From an optimization exercise on the open Yosys and OpenROAD flow, aimed at small area; shortcuts taken in it are not production practice. Only simulation tests tie the RTL to the original design; equivalence was not proved.

==> flow/design.v, too long to show whole: its modules and the start of the top module <==
// module sgap_conv: 4006 lines
// module fa_cell: 3 lines
// module ha_cell: 3 lines
module sgap_conv(clk,reset,ops,filterWeight2,filterWeight3,filterOut2,filterOut3,operands,data,sum);
  // ...
==> flow/run.sh <==
#!/bin/bash
# synth_recipe.tcl (not shown) runs the flow's synth.tcl, then flattens the netlist and writes it again
# the make line also repeats each setting of config.mk as NAME=value (left out here)
make -C /OpenROAD-flow-scripts/flow DESIGN_CONFIG=/design/flow/config.mk WORK_HOME=/design/flow/orfs CLKGATE_MAP_FILE= SYNTH_SCRIPT=/design/flow/synth_recipe.tcl finish
==> flow/config.mk <==
export PLATFORM = sky130hd
export DESIGN_NAME = sgap_conv
export DESIGN_NICKNAME = sgap_conv
export VERILOG_FILES = /design/flow/design.v
export SDC_FILE = /design/flow/constraint.sdc
export NUM_CORES = 4
export LEC_CHECK = 0
export ABC_AREA = 1
export CAP_MARGIN = 20
export CORE_MARGIN = 2
export CORE_UTILIZATION = 40
export SLEW_MARGIN = 20
export SYNTH_HIERARCHICAL = 1
==> flow/constraint.sdc <==
create_clock -name core_clock -period 35.0 [get_ports {clk}]
set_input_delay 7.0000 -clock core_clock [delete_from_list [all_inputs] [get_ports {clk}]]
set_output_delay 7.0000 -clock core_clock [all_outputs]
set_load 0.01 [all_outputs]
==> summary.md, run 1 <==
| Metric | Value |
|---|---|
| Hold Crit Class | flip-flop to flip-flop |
| Biggest register | c2 |
| Final nets | 8163 |
| Finish-stage setup viols | 0 |
| Detailed Route WL | 198 mm |
| Setup ws final | 4.46 ns |
| Root Driver | clkbuf_16 |
| Max reg flops | 108 |
| Cells on worst reg2reg path | 41 |
| Synth Area in Simple Gates | 23.2% |
| Tmin final | 30.54 ns |
| Ys async rst share | 24.7% |
| Largest net degree at the start of global routing | 62 |
| Utilization after layout | 48.7% |
| Die Width | 341 um |
| Class of the most critical setup path | input port to output pin |
| H-tree levels | 1 |
| Mapped Nets | 7490 |
| Post-Synth Adder-Cell Area | 40.5% |
| Reg2reg setup slack | 17.94 ns |
| Fin Hold WS | 0.331 ns |
| Mux cell area share after synthesis | 0.264% |
| Hold Crit Start | acc[5]$_DFF_PN0_ |
| Slew @ Worst Pin | 1.05 ns |
| Buffering overhead | 12.2% |
| Crit. path cell count | 101 |
| Warnings, synthesis | 7 |
| Met1 wire length | 80.6 mm |
| GR Overflow Total | 0 |
| Met3 usage | 7.55% |
| Antenna viol nets, final | 0 |
| Status | finished clean |
| Die area | 116000 um^2 |
| Port Buf Inserts | 627 |
| Startpoint Class | input port |
| Most frequent cell after synthesis | nand2_1 |
| RR Endpoint | acc[27]$_DFF_PN0_ |
| GRT busiest layer | met2 |
==> run 2, diff against run 1 <==
--- a/flow/config.mk
+++ b/flow/config.mk
@@ -8,6 +8,8 @@
 export ABC_AREA = 1
 export CAP_MARGIN = 20
 export CORE_MARGIN = 2
-export CORE_UTILIZATION = 40
+export CORE_UTILIZATION = 60
+export CTS_BUF_LIST = sky130_fd_sc_hd__clkbuf_8
+export PLACE_DENSITY = 0.72
 export SLEW_MARGIN = 20
 export SYNTH_HIERARCHICAL = 1
==> summary.md, run 2 <==
| Metric | Value |
|---|---|
| Status | finished clean |
| Startpoint Class | input port |
| H-tree levels | 2 (+1) |
| Worst setup EP type | output pin |
| Mean Syn Cell Area | 7.80 um^2 |
| Via/cell ratio | 6.36 |
| Fin. max-slew vios | 0 |
| Biggest register | c2 |
| Primary FF master, synth | dfxtp_1 |
| Routed via count | 47900 |
| Final worst-path cycle share | 88.0% |
| Worst relative slew slack | 27.4% |
| TritonCTS Sinks | 239 |
| Synth cell count leaders | 1518 x nand2_1, 915 x inv_1, 855 x fa_1, 391 x nor2_1, 382 x o22ai_1 |
| Warnings, synthesis | 7 (unchanged) |
| Root Driver | clkbuf_8 |
| Hold Crit Class | flip-flop to flip-flop |
| Clk latency of the worst-skew pair | 0.65 ns |
| CORE AREA | 74700 um^2 |
| Die height | 279 um |
| Hold Crit Start | acc[11]$_DFF_PN0_ |
| Setup repair bufs after CTS | 0 |
| IO Count | 734 |
| Final non-filler cell total | 7527 |
| GR Overflow Total | 0 (unchanged) |
| Layout cells sized above 1 | 3.33% |
| Detailed Route WL | 185 mm (-6.7%) |
| Number of global-route vias before repair | 46700 |
| Cell area after layout | 54000 um^2 |
| Top Registers | c2 (108), p3 (72) |
| RSZ-0062 raised after global routing | no |
| CTS tree | built |
| Largest net degree at the start of global routing | 62 (unchanged) |
| Drt first-iter violations | 6323 |
| Tmin final | 30.81 ns (+0.272 ns) |
| Synth area leaders | fa_1 38%, nand2_1 13%, dfxtp_1 7.9%, inv_1 7.6%, o22ai_1 5.3% |
| Seq cells post-synth | 239 |
| Hold Path Sink | r[11]$_DFF_PN0_ |
| Max Clock Freq | 32.5 MHz |
| Area grow syn2layout | 18.9% |
| R2R Path Start | c2[69]$_DFF_P_ |
| Pre-Repair DR Iteration Count | 11 |
| Initial antenna violation count | 39 |
| Die Width | 279 um (-18%) |
| CTS Hold Bufs | 0 |
| Ys async rst share | 24.7% (unchanged) |
| Port Buf Inserts | 627 (unchanged) |
| Antenna viol nets, final | 0 (unchanged) |
| Global Route Usage Sum | 47.2% |
| TNS Setup | 0 ns |
| Most frequent cells in the layout | 1518 x nand2_1, 922 x inv_1, 855 x fa_1, 626 x clkdlybuf4s50_1, 390 x nor2_1 |
| Synth Cell Area | 45500 um^2 |
| Die area | 78000 um^2 (-33%) |
| Per-cell routed wire length | 24.6 um |
| Final GP Congestion | 1.22 |
| RR Endpoint | acc[27]$_DFF_PN0_ |
| Max-Cap Viols | 0 |
| Synth top area share | 37.6% |
| Maximum root-to-sink buffer count | 3 |
| Post-cts resize count | 0 |
| Post-synth EDFFs | 0 |
| # DRC | 0 |
| Max reg flops | 108 (unchanged) |
| Area occupied by registers | 5080 um^2 |
| Final Hold Fails | 0 |
| Final nets | 8150 (-0.16%) |
| Dpl cells | 7410 |
| Cells after Synth | 5828 |
| Yosys cell types | 51 |
| Placement Rows | 100 |
| Post-synth top area cell | fa_1 |
| Commonest non-fill, non-tap cell in the layout | nand2_1 |
| Hpwl dp | 160 mm |
| Slew @ Worst Pin | 1.08 ns (+0.0258 ns) |
| Critical path's largest stage delay | 0.57 ns |
| Most frequent cell after synthesis | nand2_1 |
| Hold Path Depth | 0 |
| Area of the multi-input gates | 36800 um^2 |
| Number of buffers created by CTS | 45 |
| Worst EP required | 28.00 ns |
| Fill count | 5859 |
| Worst-path fanout max | 5 |
| Initial core utilization | 60.9% |
| Sequential area share after synthesis | 11.2% |
| Class of the most critical setup path | input port to output pin |
| Mapped Nets | 7490 (unchanged) |
| Slowest library cell on the worst path | fa_1 |
| Skew final | 0.0390 ns |
| Reg2reg setup slack | 17.84 ns (-0.10 ns) |
| Area post-placement | 53000 um^2 |
| Clock transition at path regs | 0.06 ns |
| Worst Path Arrival | 23.81 ns |
| Finish-stage setup viols | 0 (unchanged) |
| Cells on worst reg2reg path | 41 (unchanged) |
| Crit path top cell by count | nand2_2 |
| First-pass GRT wire length | 274 mm |
## run 2: cell counts after synthesis
No cell type changed its count.
## run 2: cells by family after synthesis
logic type	synth area share, %
fa+ha+maj	40.5
buf+inv	8.00
simple gates	23.2
flops	11.2
xor+xnor	1.14
other cells	0.00825
mux	0.264
compound gates	15.7
## run 2: layer usage
metal	vias to the layer above	global-route usage [%]	share of wire [%]
li1	20800	-	-
met3	954	21.8	16
met1	22400	54.6	33
met5	-	0.813	0.14
met2	3699	70.3	42
met4	22	31.2	8.6
## run 2: final cells by class
| cell class | count | share of cell area [%] |
|---|---|---|
| timing repair buffer | 657 | 12.0 |
| multi-input combinational | 4622 | 68.0 |
| sequential | 239 | 9.40 |
| antenna | 38 | 0.176 |
| tap | 969 | 2.24 |
| inverter | 923 | 6.41 |
| clock buffer | 55 | 1.40 |
| clock inverter | 24 | 0.338 |
## run 2: critical path: cells and delay by family
| kind | cells | cell delay [ns] |
|---|---|---|
| AND/OR/NAND/NOR | 58 | 5.38 |
| AO/OA/AOI/OAI | 2 | 0.24 |
| buffers and inverters | 13 | 1.61 |
| adder cells (fa/ha/maj) | 28 | 9.49 |
## run 2: Yosys stat by module, one instance, submodules excluded
module	flip-flops and latches	copies in the design	cells inside	cell area, um^2
ha_cell	0	21	1	12.5
sgap_conv	239	1	4976	28600
fa_cell	0	831	1	20.0
## run 2: worst max path at each step
stage                             from      to  slack, ns  depth (start not counted)
after CTS                 operands[96]  sum[0]       4.26                        101
after floorplan           operands[96]  sum[0]       6.71                         99
after global placement    operands[96]  sum[0]       5.08                        101
after detailed placement  operands[96]  sum[0]       4.24                        101
after global routing      operands[96]  sum[0]       3.08                        101
final                     operands[96]  sum[0]       4.19                        101
## run 2: through the flow
stage	util, %	hold WS [ns]	setup slack [ns]
floorplan	-	0.331	6.71
global placement	71.0	0.334	5.08
detailed placement	71.0	0.335	4.24
CTS	72.2	0.352	4.26
global route	72.3	0.353	3.08
finish	72.3	0.348	4.19
==> run 3, diff against run 2 <==
==> flow/flow/run.sh (new file) <==
#!/bin/bash
set -euo pipefail
W=$(pwd)
sed 's#^  log_cmd abc {\*}$abc_args#  set abc_args [lreplace $abc_args 0 1 -script '"$W"'/flow/area.abc]\n  log_cmd abc {*}$abc_args#' \
  "$FLOW_HOME/scripts/synth.tcl" > "$W/own_synth_body.tcl"
grep -q "flow/area.abc" "$W/own_synth_body.tcl"
sed 's#source $::env(SCRIPTS_DIR)/synth.tcl#source '"$W"'/own_synth_body.tcl#' synth_recipe.tcl > "$W/own_synth.tcl"
grep -q own_synth_body "$W/own_synth.tcl"
sed 's#SYNTH_SCRIPT=[^ ]*synth_recipe.tcl#SYNTH_SCRIPT='"$W"'/own_synth.tcl '"'"'BUFFER_PORTS_ARGS=-buffer_cell sky130_fd_sc_hd__buf_1'"'"'#' \
  standard.sh > "$W/own_standard.sh"
grep -q own_synth.tcl "$W/own_standard.sh"
bash "$W/own_standard.sh" finish > "$W/flow.log" 2>&1
==> flow/flow/area.abc (new file) <==
strash
dch -f
amap -F 1000
==> flow/standard.sh (new file) <==
#!/bin/bash
# synth_recipe.tcl (not shown) runs the flow's synth.tcl, then flattens the netlist and writes it again
# the make line also repeats each setting of config.mk as NAME=value (left out here)
make -C /OpenROAD-flow-scripts/flow DESIGN_CONFIG=/design/flow/config.mk WORK_HOME=/design/flow/orfs CLKGATE_MAP_FILE= SYNTH_SCRIPT=/design/flow/synth_recipe.tcl "${@:-finish}"
--- a/flow/config.mk
+++ b/flow/config.mk
@@ -8,8 +8,6 @@
 export ABC_AREA = 1
 export CAP_MARGIN = 20
 export CORE_MARGIN = 2
-export CORE_UTILIZATION = 60
-export CTS_BUF_LIST = sky130_fd_sc_hd__clkbuf_8
-export PLACE_DENSITY = 0.72
+export CORE_UTILIZATION = 40
 export SLEW_MARGIN = 20
 export SYNTH_HIERARCHICAL = 1
removed: flow/run.sh
==> summary.md, run 3 <==
| Metric | Value |
|---|---|
| Status | finished clean |
| Cell area after layout | 49000 um^2 (-9.4%) |
| Mapped Nets | 6492 (-13%) |
| Startpoint Class | input port |
| First-pass GRT wire length | 268 mm (-2.3%) |
| Synth top area share | 39.8% (+2.2 points) |
| Hold Crit Class | flip-flop to flip-flop |
| Placement Rows | 120 (+20%) |
| Top Registers | c2 (108), p3 (72) |
| Worst relative slew slack | 26.6% (-0.81 points) |
| Area grow syn2layout | 14.0% |
| Warnings, synthesis | 7 (unchanged) |
| Area post-placement | 47700 um^2 (-10%) |
| Sequential area share after synthesis | 11.8% (+0.64 points) |
| Max reg flops | 108 (unchanged) |
| Initial antenna violation count | 26 (-33%) |
| Crit path top cell by count | fa_1 |
| Mean Syn Cell Area | 8.90 um^2 (+14%) |
| Combinational family with the most area after synthesis | adder cells |
| Die Width | 332 um (+19%) |
| Via/cell ratio | 6.16 (-3.3%) |
| Area occupied by registers | 5080 um^2 (unchanged) |
| Most frequent cells in the layout | 871 x clkinv_1, 855 x fa_1, 626 x buf_1, 542 x nor2_1, 377 x o22ai_1 |
| TritonCTS Sinks | 239 (unchanged) |
| Detailed Route WL | 184 mm (-0.54%) |
| Largest net degree at the start of global routing | 62 (unchanged) |
| Cells after Synth | 4830 (-17%) |
| CORE AREA | 107000 um^2 (+43%) |
| Utilization after layout | 45.9% (-26 points) |
| Worst Path Buf+Inv | 24 (+11) |
| Per-cell routed wire length | 26.2 um (+6.5%) |
| Primary FF master, synth | dfxtp_1 |
| Class of the most critical setup path | input port to output pin |
| Final GP Congestion | 1.07 (-12%) |
| Final worst-path cycle share | 97.1% (+9.0 points) |
| Slew @ Worst Pin | 1.09 ns (+0.0151 ns) |
| Port Buf Inserts | 627 (unchanged) |
| Hpwl dp | 162 mm (+1.2%) |
| Fin. max-slew vios | 0 (unchanged) |
| Slowest library cell on the worst path | fa_1 |
| Synth cell count leaders | 879 x clkinv_1, 855 x fa_1, 543 x nor2_1, 387 x o22ai_1, 362 x o21ai_0 |
| Critical path's top delay family | adder cells |
| # DRC | 0 (unchanged) |
| Antenna viol nets, final | 0 (unchanged) |
| Worst EP required | 28.00 ns (about the same) |
| Drt first-iter violations | 6045 (-4.4%) |
| Commonest non-fill, non-tap cell in the layout | clkinv_1 |
| Cells on worst reg2reg path | 40 (-2.4%) |
| Die height | 332 um (+19%) |
| Setup ws final | 1.03 ns (-3.16 ns) |
| Skew final | 0.0475 ns (+0.00855 ns) |
| GR Overflow Total | 0 (unchanged) |
| TNS Setup | 0 ns (unchanged) |
| Yosys cell types | 39 (-24%) |
| Worst-path fanout max | 5 (unchanged) |
| Post-synth EDFFs | 0 (unchanged) |
| Clock transition at path regs | 0.08 ns (+0.02 ns) |
| Ys async rst share | 24.7% (unchanged) |
| CTS tree | built |
| Post-synth top area cell | fa_1 |
| Hold Path Depth | 0 (unchanged) |
| Max Clock Freq | 29.4 MHz (-9.3%) |
| Synth Area in XOR/XNOR | 0.0204% (-1.1 points) |
| Number of buffers created by CTS | 31 (-31%) |
| IO Count | 734 (unchanged) |
| Synth Cell Area | 43000 um^2 (-5.5%) |
| Clk latency of the worst-skew pair | 0.65 ns (about the same) |
| Synth Area in Compound Gates | 25.5% (+9.8 points) |
| H-tree levels | 1 (-1) |
| Crit. path cell count | 90 (-11%) |
| Finish-stage setup viols | 0 (unchanged) |
| Most frequent cell after synthesis | clkinv_1 |
| Seq cells post-synth | 239 (unchanged) |
| Tmin final | 33.97 ns (+3.16 ns) |
| Die area | 110000 um^2 (+41%) |
| Root Driver | clkbuf_16 |
| Final nets | 7240 (-11%) |
| Fill count | 10600 (+81%) |
| Global Route Usage Sum | 32.6% (-15 points) |
| Final Hold Fails | 0 (unchanged) |
| Critical path's largest stage delay | 0.59 ns (+0.02 ns) |
| Initial core utilization | 40.3% (-21 points) |
| Maximum root-to-sink buffer count | 3 (unchanged) |
| Worst setup EP type | output pin |
| Synth Area in Simple Gates | 12.2% (-11 points) |
| CTS Hold Bufs | 0 (unchanged) |
| Number of global-route vias before repair | 42200 (-9.6%) |
| Layout cells sized above 1 | 3.09% (-0.24 points) |
| Biggest register | c2 |
| Mux cell area share after synthesis | 0% (-0.26 points) |
| Synth area leaders | fa_1 40%, dfxtp_1 8.4%, clkinv_1 7.7%, a222oi_1 5.7%, o22ai_1 5.6% |
| Routed via count | 43300 (-9.7%) |
| DP Worst Slack | -0.844 ns (-5.08 ns) |
| Post-Synth Adder-Cell Area | 42.8% (+2.3 points) |
| Worst Path Arrival | 26.97 ns (+3.16 ns) |
| Area of the multi-input gates | 34700 um^2 (-5.5%) |
| Max-Cap Viols | 0 (unchanged) |
| Pre-Repair DR Iteration Count | 14 (+3) |
-- run 3: changes by cell type after synthesis, sizes merged, moves of 99 or more --
cell / delta
clkinv: +879
a222oi: +245
nor2: +132
nand2: -1386
o2111ai: -99
inv: -923
nand3: -111
o21ai: +134
-- run 3: layout make-up --
class	count	area share, %
Multi-Input combinational cell	3712	70.9
Sequential cell	239	10.4
Inverter	879	6.74
Timing Repair Buffer	715	6.16
Tap cell	1403	3.58
Clock buffer	37	1.71
Clock inverter	20	0.391
Antenna cell	26	0.133
-- run 3: kinds of logic (layout without fill, tap and decap cells) --
logic type | Yosys count | after routing
AOI/OAI and AO/OA | 1546 | 1546
and+or+nand+nor | 1206 | 1206
adders and majority gates | 958 | 958
buffers and inverters | 879 | 1651
DFF | 239 | 239
other | 1 | 27
xor gates and xnor gates | 1 | 1
-- run 3: routing by layer --
layer  wire length [um]  vias up  track usage [%]
met3              17300      430             6.98
met1              71000    21200             41.6
met5                  0        -                0
li1                   -    19200                -
met2              84700     2447             52.5
met4              10900        0             16.1
-- run 3: path summary, 6_finish.rpt --
kind | slack [ns] | endpoint | start
min | 0.34 | r[23]$_DFF_PN0_ | acc[23]$_DFF_PN0_
min reg2reg | 0.34 | r[23]$_DFF_PN0_ | acc[23]$_DFF_PN0_
max | 1.03 | sum[0] | operands[96]
max reg2reg | 17.48 | acc[27]$_DFF_PN0_ | c2[66]$_DFF_P_
min in group asynchronous | 6.53 | r[0]$_DFF_PN0_ | reset
max in group asynchronous | 27.97 | acc[25]$_DFF_PN0_ | reset
-- run 3: repair_timing --
item                                    CTS  global route
setup buffers                             4             8
gates resized for setup                   3            30
pin swaps                                 3             9
cloned                                    0             0
endpoints found under the setup margin    2             3
-- run 3: per-module statistics from Yosys (local to each module, per instance) --
module,area (um^2),times used,flops+latches,cells inside
ha_cell,12.5,21,0,1
sgap_conv,26100,1,239,3978
fa_cell,20.0,831,0,1
-- run 3: stage by stage --
stage,hold WS (ns),instances
floorplan,0.331,4830
global placement,0.332,6936
detailed placement,0.335,6936
CTS,0.345,6997
global route,0.353,7031
finish,0.341,7031

## port drivers added, routing unchanged
Ports are ideal in the flow. The routed layouts listed here were re-timed in OpenROAD. Step 1 sets driving cells, clkbuf_16 on the clock port and buf_2 on the other inputs (assumed; they add their load-dependent delay and slew). Step 2 also shifts input and output timing later by t, the mid clock arrival at the registers, as if the neighbouring blocks saw the same clock. Slacks: ideal / step 1 / step 2; pairs: ideal / step 1.
| run | t, ns | slack for setup (ns) | worst setup path after step 2 | worst register clock-pin slew, ns | cell pins on the clock port's net |
|---|---|---|---|---|---|
| run 1 | 0.703 | 4.463 / 4.439 / 4.439 | input to output | 0.07 / 0.07 | 1 |
| run 2 | 0.705 | 4.192 / 4.163 / 4.163 | input to output | 0.06 / 0.06 | 1 |
| run 3 | 0.702 | 1.028 / 1.005 / 1.005 | input to output | 0.08 / 0.08 | 1 |
After both steps every run listed still meets setup and hold. For run 2, which loses most, drivers alone change the setup slack by -0.029 ns; drivers and shift together by -0.029 ns.
